This is an optimization exercise on Yosys and OpenROAD, whose aim is a short achievable clock period and few clock cycles, not a production implementation.
Only simulation tests tie the RTL to the original design; equivalence was not proved.
Power is estimated from default activity; no workload was simulated.

// cpu_top
module cpu_top
    (
    input clk,
    input rst_n,
    input [31:0] inst_mem_data_i,
    output [31:0] inst_mem_addr_o,
    output [31:0] data_mem_data_o,
    input [31:0] data_mem_data_i,
    output [31:0] data_mem_addr_i,
    output data_mem_we_i,
    output [3:0] data_mem_wstrb_i,
    output data_mem_re_i
    );
For scale: about 8000 cells after synthesis, ~1800 flip-flops, ~170 I/O pins.
==> flow/config.mk <==
export PLATFORM = sky130hd
export DESIGN_NAME = cpu_top
export DESIGN_NICKNAME = cpu_top
export VERILOG_FILES = /design/flow/design.v
export SDC_FILE = /design/flow/constraint.sdc
export NUM_CORES = 4
export LEC_CHECK = 0
export ABC_CLOCK_PERIOD_IN_PS = 3500
export CAP_MARGIN = 20
export CORE_MARGIN = 2
export CORE_UTILIZATION = 40
export PLACE_DENSITY = 0.6
export SLEW_MARGIN = 20
==> flow/constraint.sdc <==
create_clock -name core_clock -period 12.0 [get_ports {clk}]
set_input_delay 2.4000 -clock core_clock [delete_from_list [all_inputs] [get_ports {clk}]]
set_output_delay 2.4000 -clock core_clock [all_outputs]
set_load 0.01 [all_outputs]
standard.sh (not shown) runs the stock make flow with config.mk's settings and CLKGATE_MAP_FILE= SYNTH_SCRIPT=/design/flow/synth_recipe.tcl, a recipe that flattens the netlist after the stock synthesis.
==> flow/flow/run.sh <==
#!/bin/bash
set -euo pipefail
bash standard.sh SETUP_SLACK_MARGIN=8 finish > standard_flow.log 2>&1
The starting point completed with no timing, DRC or antenna violations.
Testbench counts at the start, summed over its fixed seeds: cycles 31,675.
Next try:
==> flow/flow/run.sh (replaced) <==
#!/bin/bash
set -euo pipefail
bash standard.sh SETUP_SLACK_MARGIN=8.7 finish > standard_flow.log 2>&1
=> The new run produced a clean layout; first-iteration DRC count decreases by 2.4%; combinational power came out higher by 16%; utilization rose by 3.4 points; die area is unchanged; final area is higher by 7.1%; setup slack is better by 0.044 ns; power increases by 6.3%.


== old ==
cpu_top, a different RTL version from the one above (not shown whole).
For scale: ~1,300 flip-flops, about 170 I/O pins.
export LEC_CHECK = 0
export ABC_CLOCK_PERIOD_IN_PS = 3500
export CAP_MARGIN = 20
export CORE_MARGIN = 2
export CORE_UTILIZATION = 40
export PLACE_DENSITY = 0.6
export SLEW_MARGIN = 20
create_clock -name core_clock -period 12.0 [get_ports {clk}]
==> flow/flow/run.sh <==
#!/bin/bash
set -euo pipefail
bash standard.sh SETUP_SLACK_MARGIN=8 finish > standard_flow.log 2>&1
Testbench counts of old, summed over its fixed seeds: cycles 33,149.
#### Input delta (new over old)
# old
export LEC_CHECK = 0
export ABC_CLOCK_PERIOD_IN_PS = 3500
export CAP_MARGIN = 20
export CORE_MARGIN = 2
export CORE_UTILIZATION = 40
export PLACE_DENSITY = 0.6
export SLEW_MARGIN = 20
create_clock -name core_clock -period 12.0 [get_ports {clk}]
# new
export LEC_CHECK = 0
export ABC_CLOCK_PERIOD_IN_PS = 4000
export CAP_MARGIN = 20
export CORE_MARGIN = 2
export CORE_UTILIZATION = 30
export PLACE_DENSITY = 0.45
export SETUP_SLACK_MARGIN = 5
export SLEW_MARGIN = 20
create_clock -name core_clock -period 12.0 [get_ports {clk}]
==> flow/run.sh (new file) <==
#!/bin/bash
# synth_recipe.tcl (not shown) runs the flow's synth.tcl, then flattens the netlist and writes it again
# the make line also repeats each setting of config.mk as NAME=value (left out here)
make -C /OpenROAD-flow-scripts/flow DESIGN_CONFIG=/design/flow/config.mk WORK_HOME=/design/flow/orfs CLKGATE_MAP_FILE= SYNTH_SCRIPT=/design/flow/synth_recipe.tcl finish
removed: flow/flow/run.sh
removed: flow/standard.sh
[summary]
old reports its startpoint of the worst setup timing path as e_fa_m while new reports e_fb_i. Note that the maximum vdd drop recorded for old amounts to 0.941 times the value seen in new. For the maximum fanout encountered on the critical timing path, new came in 26 higher than old did. In the metrics for new and old, the one carrying the lower cell area after placement is old. Of new and old, the run reporting the higher die area was new. Cmp new vs old: count of inserted tapcells higher in new.

## afterwards: timing with drivers on the ports
Ports are ideal in the flow. The routed layouts listed here were re-timed in OpenROAD.
Step 1 (the two cells are an assumption about what drives the block):
set clk [get_ports {clk}]
set_driving_cell -lib_cell sky130_fd_sc_hd__clkbuf_16 $clk
set_driving_cell -lib_cell sky130_fd_sc_hd__buf_2 [delete_from_list [all_inputs] $clk]
Step 2 moves the port delays by t, midway between the first and last clock arrival at a register: inputs arrive t later, outputs are due t later. That takes back most of the time a late clock gives input paths.
a / b / c = no drivers / after step 1 / after step 2; a / b = the first two.
| run | t, ns | setup slack, ns | worst setup path at the end | worst register clock-pin slew, ns |
|---|---|---|---|---|
| the first run of note 1 | 0.958 | 7.140 / 7.140 / 7.140 | register to register | 0.07 / 0.07 |
| the second run of note 1 | 0.952 | 7.184 / 7.184 / 7.184 | register to register | 0.07 / 0.07 |
| old | 0.917 | 7.596 / 7.596 / 7.296 | input to register | 0.07 / 0.07 |
| new | 0.909 | 5.916 / 5.916 / 5.916 | register to register | 0.07 / 0.07 |
After both steps setup and hold are still met in every run listed. The setup slack of old, which loses most, moves by 0.000 ns with the drivers and by -0.300 ns with both steps.
